This is an optimization exercise on Yosys and OpenROAD, whose aim is small area, a short achievable clock period and few clock cycles, not a production implementation. Function was checked by simulation only, so behaviour that the tests miss may differ from the original. Power figures rest on the tool's default switching activity, not on a simulated workload.

## design.v

```verilog
module multiplicador (
    input  wire        clk,
    input  wire        load,
    input  wire        step,
    input  wire [31:0] multiplicand,
    input  wire [31:0] multiplier,
    output wire [31:0] mult_hi,
    output wire [31:0] mult_lo
);
reg [32:0] A;
reg [31:0] Q;
reg        Q_1;
reg [32:0] M;
wire [32:0] A_add = A + M;
wire [32:0] A_sub = A - M;
reg  [32:0] A_nxt;
always @(*) begin
    case ({Q[0], Q_1})
        2'b01:   A_nxt = A_add;
        2'b10:   A_nxt = A_sub;
        default: A_nxt = A;
    endcase
end
always @(posedge clk) begin
    if (load) begin
        A   <= 33'd0;
        Q   <= multiplier;
        Q_1 <= 1'b0;
        M   <= {multiplicand[31], multiplicand};
    end else if (step) begin
        {A, Q, Q_1} <= {A_nxt[32], A_nxt, Q};
    end
end
assign mult_hi = A[31:0];
assign mult_lo = Q;
endmodule
module divisor (
    input  wire        clk,
    input  wire        load,
    input  wire        step,
    input  wire [31:0] dividend,
    input  wire [31:0] divisor,
    output wire [31:0] div_hi,
    output wire [31:0] div_lo,
    output wire        divby0flag
);
reg [32:0] cima;    
reg [31:0] baixo;   
reg [31:0] quoc;    
reg        neg_q;
reg        neg_r;
wire [31:0] abs_dividend = dividend[31] ? -dividend : dividend;
wire [31:0] abs_divisor  = divisor[31]  ? -divisor  : divisor;
wire [32:0] shifted = {cima[31:0], quoc[31]};
wire [32:0] diff    = shifted - {1'b0, baixo};
assign divby0flag = (divisor == 32'd0);
always @(posedge clk) begin
    if (load) begin
        cima  <= 33'd0;
        baixo <= abs_divisor;
        quoc  <= abs_dividend;
        neg_q <= dividend[31] ^ divisor[31];
        neg_r <= dividend[31];
    end else if (step) begin
        if (!diff[32]) begin
            cima <= diff;
            quoc <= {quoc[30:0], 1'b1};
        end else begin
            cima <= shifted;
            quoc <= {quoc[30:0], 1'b0};
        end
    end
end
assign div_lo = neg_q ? -quoc : quoc;
assign div_hi = neg_r ? -cima[31:0] : cima[31:0];
endmodule
module muldiv (
    input  wire        clk,
    input  wire        rst,
    input  wire        start,
    input  wire        op,
    input  wire [31:0] a,
    input  wire [31:0] b,
    output reg         done,
    output reg         divby0,
    output wire [31:0] hi,
    output wire [31:0] lo
);
localparam IDLE = 2'd0, RUN = 2'd1, FIN = 2'd2;
reg  [1:0] state;
reg  [4:0] count;
reg        divOp;
reg        multOp;
wire accept = (state == IDLE) && start;
wire step   = (state == RUN);
wire [31:0] HiMul, LoMul, HiDiv, LoDiv;
wire        divby0flag;
multiplicador Multip (
    .clk(clk), .load(accept), .step(step),
    .multiplicand(a), .multiplier(b),
    .mult_hi(HiMul), .mult_lo(LoMul)
);
divisor Divisor (
    .clk(clk), .load(accept), .step(step),
    .dividend(a), .divisor(b),
    .div_hi(HiDiv), .div_lo(LoDiv), .divby0flag(divby0flag)
);
reg [31:0] HiOut, LoOut;
wire [31:0] Hi2Reg = divOp ? HiDiv : HiMul;
wire [31:0] Lo2Reg = divOp ? LoDiv : LoMul;
wire HiLoLoad = (state == FIN) && (multOp || divOp);
always @(posedge clk) begin
    if (rst) begin
        HiOut <= 32'd0;
        LoOut <= 32'd0;
    end else if (HiLoLoad) begin
        HiOut <= Hi2Reg;
        LoOut <= Lo2Reg;
    end
end
assign hi = HiOut;
assign lo = LoOut;
always @(posedge clk) begin
    if (rst) begin
        state  <= IDLE;
        count  <= 5'd0;
        divOp  <= 1'b0;
        multOp <= 1'b0;
        done   <= 1'b0;
        divby0 <= 1'b0;
    end else begin
        done <= 1'b0;
        case (state)
            IDLE: if (start) begin
                count  <= 5'd0;
                divby0 <= 1'b0;
                if (op && divby0flag) begin
                    divOp  <= 1'b0;
                    multOp <= 1'b0;
                    divby0 <= 1'b1;
                    state  <= FIN;
                end else begin
                    divOp  <= op;
                    multOp <= ~op;
                    state  <= RUN;
                end
            end
            RUN: begin
                count <= count + 5'd1;
                if (count == 5'd31) state <= FIN;
            end
            FIN: begin
                done  <= 1'b1;
                state <= IDLE;
            end
            default: state <= IDLE;
        endcase
    end
end
endmodule
```

## constraint.sdc

```tcl
create_clock -name core_clock -period 5.0 [get_ports {clk}]
set_input_delay 1.0000 -clock core_clock [delete_from_list [all_inputs] [get_ports {clk}]]
set_output_delay 1.0000 -clock core_clock [all_outputs]
set_load 0.01 [all_outputs]
```

## run.sh

```bash
#!/bin/bash
# synth_recipe.tcl (not shown) runs the flow's synth.tcl, then flattens the netlist and writes it again
# the make line also repeats each setting of config.mk as NAME=value (left out here)
make -C /OpenROAD-flow-scripts/flow DESIGN_CONFIG=/design/flow/config.mk WORK_HOME=/design/flow/orfs CLKGATE_MAP_FILE= SYNTH_SCRIPT=/design/flow/synth_recipe.tcl finish
```

## config.mk

```make
export PLATFORM = sky130hd
export DESIGN_NAME = muldiv
export DESIGN_NICKNAME = muldiv
export VERILOG_FILES = /design/flow/design.v
export SDC_FILE = /design/flow/constraint.sdc
export NUM_CORES = 4
export LEC_CHECK = 0
export CAP_MARGIN = 20
export CORE_MARGIN = 2
export CORE_UTILIZATION = 40
export PLACE_DENSITY = 0.6
export SLEW_MARGIN = 20
```

==> results.txt <==
outcome=complete, no violations; Max H-tree Level=2; total negative slack=0 ns; routed vias=approximately 15000; clock share of power=24.8%; Reg clk slew, reported paths=around 0.06 ns; CTS Sinks=269; largest net degree at the start of global routing=around 110; Max-slew headroom=about 36%; fmax=~220 MHz; VDD IR max=around 0.25 mV; Syn Nets=2144; Final HPWL DP=between 30 and 40 mm; Logic pwr share=between 40% and 50%; CP max FO=8; Hold Path Class=reg -> reg; GRT met3 Usage=about 3.2%; fraction of the yosys area taken by sequential cells=approximately two fifths; M1 GR Usage=approximately 32%; fin util=about 48%; vias in the first global route=approximately 14000; Clock Path Buffers=3; GRT Total Usage=23.3%; Slew Viols, Final=0; R2R Setup Slk=between 0.3 and 0.4 ns; Post-DRT Antenna Nets=0; PostCTS Resize Cnt=0; die footprint=~0.044 sq mm; chip width=211 um; Arr. time, crit path=a little over 5 ns; Max Cap Viol=0; CTS tree=yes; vias per cell=about 5.7; Initial Utilization=between 40 and 50%; final setup vio count=0; gate count after technology mapping=around 2000; CP Capture Point=Multip.A[28]; internal power=5.93 mW; Synth async-reset ratio=0%; Yosys reg bits=269; RSZ-0062 raised after global routing=false; fin cells=2644; reg-to-reg startpoint=Multip.M[5]; worst setup path start=Multip.M[5]; crit share post-route=92.1%; Critical Path RT=5.46 ns; clock latency on the worst-skew pair=around 0.57 ns; post-CTS setup buffer count=0; drt drc=0; clk root buf=clkbuf_16; diodes inserted=0; cell row count=75; CP startpoint kind=flip-flop; initial antenna violation count=0; fill cell count=4036; core area=between 0.04 and 0.05 sq mm; Pwr Density=~500 mW/mm^2; GRT busiest layer=met2; post-synthesis average cell area=8.54 sq um; Leak Pwr=between 7 and 8 nW; Distinct cells, synth=approximately 80; Yosys Warn Count=3; P_sw=4.18 mW; Layout area overhead=17.3%; routed wire length=roughly 52 mm; worst-margin pin slew=approximately 0.95 ns; crit-path max cell delay=between 0.5 and 0.6 ns; Fin. Hold Viols=0; synthesized area=0.0171 sq mm; placed cell count=around 2600; Sw Share=roughly two fifths; global routing usage on met2=approximately 37%; Sequential Power Share=around a third; Detailed Route Iter0 Violations=slightly above 1000; Cell Chain, Critical Path=or4_1 -> nor4_1 -> buf_4 -> and2_1 -> a21oi_1 -> xnor2_1 -> ha_1 -> and4_1 -> and4_1 -> nand4_1 -> a211oi_1 -> nor3_1 -> or4b_1 -> a21oi_1 -> mux2i_1 -> a221o_1; die height=about 210 um; PortBufs=approximately 130; reg2reg end=Multip.A[28]; Slowest-stage cell, CP=or4_1; min Tclk post-route=roughly 4.6 ns; first-pass GRT wire length=80.5 mm; # IOs=134; Synth Flop Type=dfxtp_1; TritonRoute pass-1 iters=5; reg2reg path depth=16; Setup crit end kind=flip-flop; WHS=roughly 0.46 ns; final setup skew=roughly 0.020 ns; nets=2222; GRT overflow=0; setup ws final=0.395 ns; number of synthesized flops with an enable pin=between 100 and 150; CP Class=reg -> reg; hold_buf cts=0; fraction of layout cells with a size suffix above 1=approximately 5.2%; worst slack, placed=0.357 ns; gp weighted congestion=approximately 0.90; Num CTS Buffers=34; Routed WL per cell=around 20 um
Yosys cell counts, types with 10 or more instances:
cell type	instances	area [sq um]
a211oi_1	76	571
a21o_1	31	233
a21oi_1	155	776
a31oi_1	16	100
a32oi_1	18	158
and2_1	10	62.6
buf_1	10	37.5
clkbuf_1	97	364
dfxtp_1	140	2800
edfxtp_1	129	3870
ha_1	72	901
inv_1	67	251
mux2i_1	15	150
nand2_1	256	961
nand2b_1	14	87.6
nand3_1	86	430
nand4_1	11	68.8
nor2_1	196	736
nor2b_1	11	68.8
nor3_1	33	165
o211ai_1	11	82.6
o21ai_0	134	671
o21bai_1	11	82.6
o31ai_1	40	300
o41ai_1	17	149
or3_1	14	87.6
or4_1	17	128
xnor2_1	95	832
xor2_1	105	920
state kept, by name, indices dropped and copies added (netlist names):
register / flops
HiOut: 32
Multip.A: 32
state: 2
Divisor.baixo: 32
Multip.Q: 32
count: 5
LoOut: 32
Multip.M: 32
Divisor.cima: 32
done: 1
Divisor.quoc: 32
multOp: 1
Multip.Q_1: 1
divOp: 1
Divisor.neg_q: 1
divby0: 1
cells in the final DEF, fill, tap and decap left out, types with 10 or more instances in the layout:
| master | count |
|---|---|
| o211ai_1 | 11 |
| a32oi_1 | 18 |
| nand2_1 | 256 |
| nand3_1 | 86 |
| xor2_1 | 105 |
| clkdlybuf4s50_1 | 131 |
| nor3_1 | 33 |
| a21oi_1 | 155 |
| o31ai_1 | 40 |
| a31oi_1 | 16 |
| o21ai_0 | 134 |
| o41ai_1 | 17 |
| dfxtp_1 | 139 |
| nand2b_1 | 13 |
| buf_4 | 15 |
| a211oi_1 | 76 |
| nand4_1 | 11 |
| inv_1 | 66 |
| xnor2_1 | 94 |
| or3_1 | 14 |
| a21o_1 | 31 |
| and2_1 | 10 |
| nor2b_1 | 10 |
| mux2i_1 | 15 |
| o21bai_1 | 11 |
| nor2_1 | 195 |
| or4_1 | 17 |
| clkbuf_16 | 34 |
| edfxtp_1 | 129 |
| ha_1 | 72 |
metal layers:
layer	up-vias	wire length [um]
met1	7081	24600
li1	7406	-
met2	403	23500
met3	94	2630
met4	0	1590
met5	-	0
worst max-delay path: cells and delay by family, from the launching register on:
family	cells	cell delay, ns
xor gates and xnor gates	1	0.18
muxes	1	0.10
adders and majority gates	1	0.48
AOI/OAI and AO/OA	4	0.83
buffers and inverters	1	0.18
DFF	1	0.43
and+or+nand+nor	8	2.32
worst min path at each step:
stage	from	end	slack, ns	depth (start not counted)
finish	divby0	divby0	0.46	2
detailed placement	divby0	divby0	0.45	2
global route	LoOut[1]	LoOut[1]	0.49	2
global placement	HiOut[1]	HiOut[1]	0.45	2
floorplan	Multip.Q_1	Multip.Q_1	0.45	2
CTS	divby0	divby0	0.46	2
cells by family after synthesis:
family	synth area share, %
simple gates	18.9
compound gates	21.3
flops	39.1
xor+xnor	10.3
buf+inv	3.94
fa+ha+maj	5.50
mux	0.944
final cells by class:
cell class / count / area, sq um / share of cell area [%]
multi-input cells: 1555 / 9780 / 48.8
flip-flops and latches: 269 / 6680 / 33.3
repair buffers: 152 / 1510 / 7.52
clock buffers: 43 / 925 / 4.61
well taps: 539 / 674 / 3.36
inverters: 68 / 256 / 1.28
clock inverters: 18 / 226 / 1.13
power by group through the flow:
stage                     Clock [mW]  Combinational, mW  Sequential [mW]
after global routing            2.64               4.88             3.25
after detailed placement           0               4.37             3.25
after global placement             0               4.34             3.24
final                           2.51               4.40             3.20
after floorplan                    0               3.30             3.02
after CTS                       2.57               4.38             3.20
through the flow:
stage	total power [mW]	instance area [sq um]
floorplan	6.32	17100
global placement	7.58	18900
detailed placement	7.61	18900
CTS	10.2	20000
global route	10.8	20100
finish	10.1	20100
Testbench counts, summed over its fixed seeds: cycles 43,528.

[port drivers added, routing unchanged]
Ports are ideal in the flow. The routed layout listed here was re-timed in OpenROAD.
Step 1 (the two cells are an assumption about what drives the block):
set clk [get_ports {clk}]
set_driving_cell -lib_cell sky130_fd_sc_hd__clkbuf_16 $clk
set_driving_cell -lib_cell sky130_fd_sc_hd__buf_2 [delete_from_list [all_inputs] $clk]
Step 2 also shifts input and output timing later by t, the mid clock arrival at the registers, as if the neighbouring blocks saw the same clock.
Slacks: no drivers / after step 1 / after step 2; pairs: no drivers / after step 1.
t (ns): 0.613
slack for setup (ns): 0.395 / 0.395 / 0.395
worst setup path at the end: register to register
worst register clock-pin slew, ns: 0.06 / 0.06
cell pins on the clock port's net: 1
After both steps this run still meets setup and hold. The setup slack of this run moves by 0.000 ns with the drivers and by 0.000 ns with both steps.
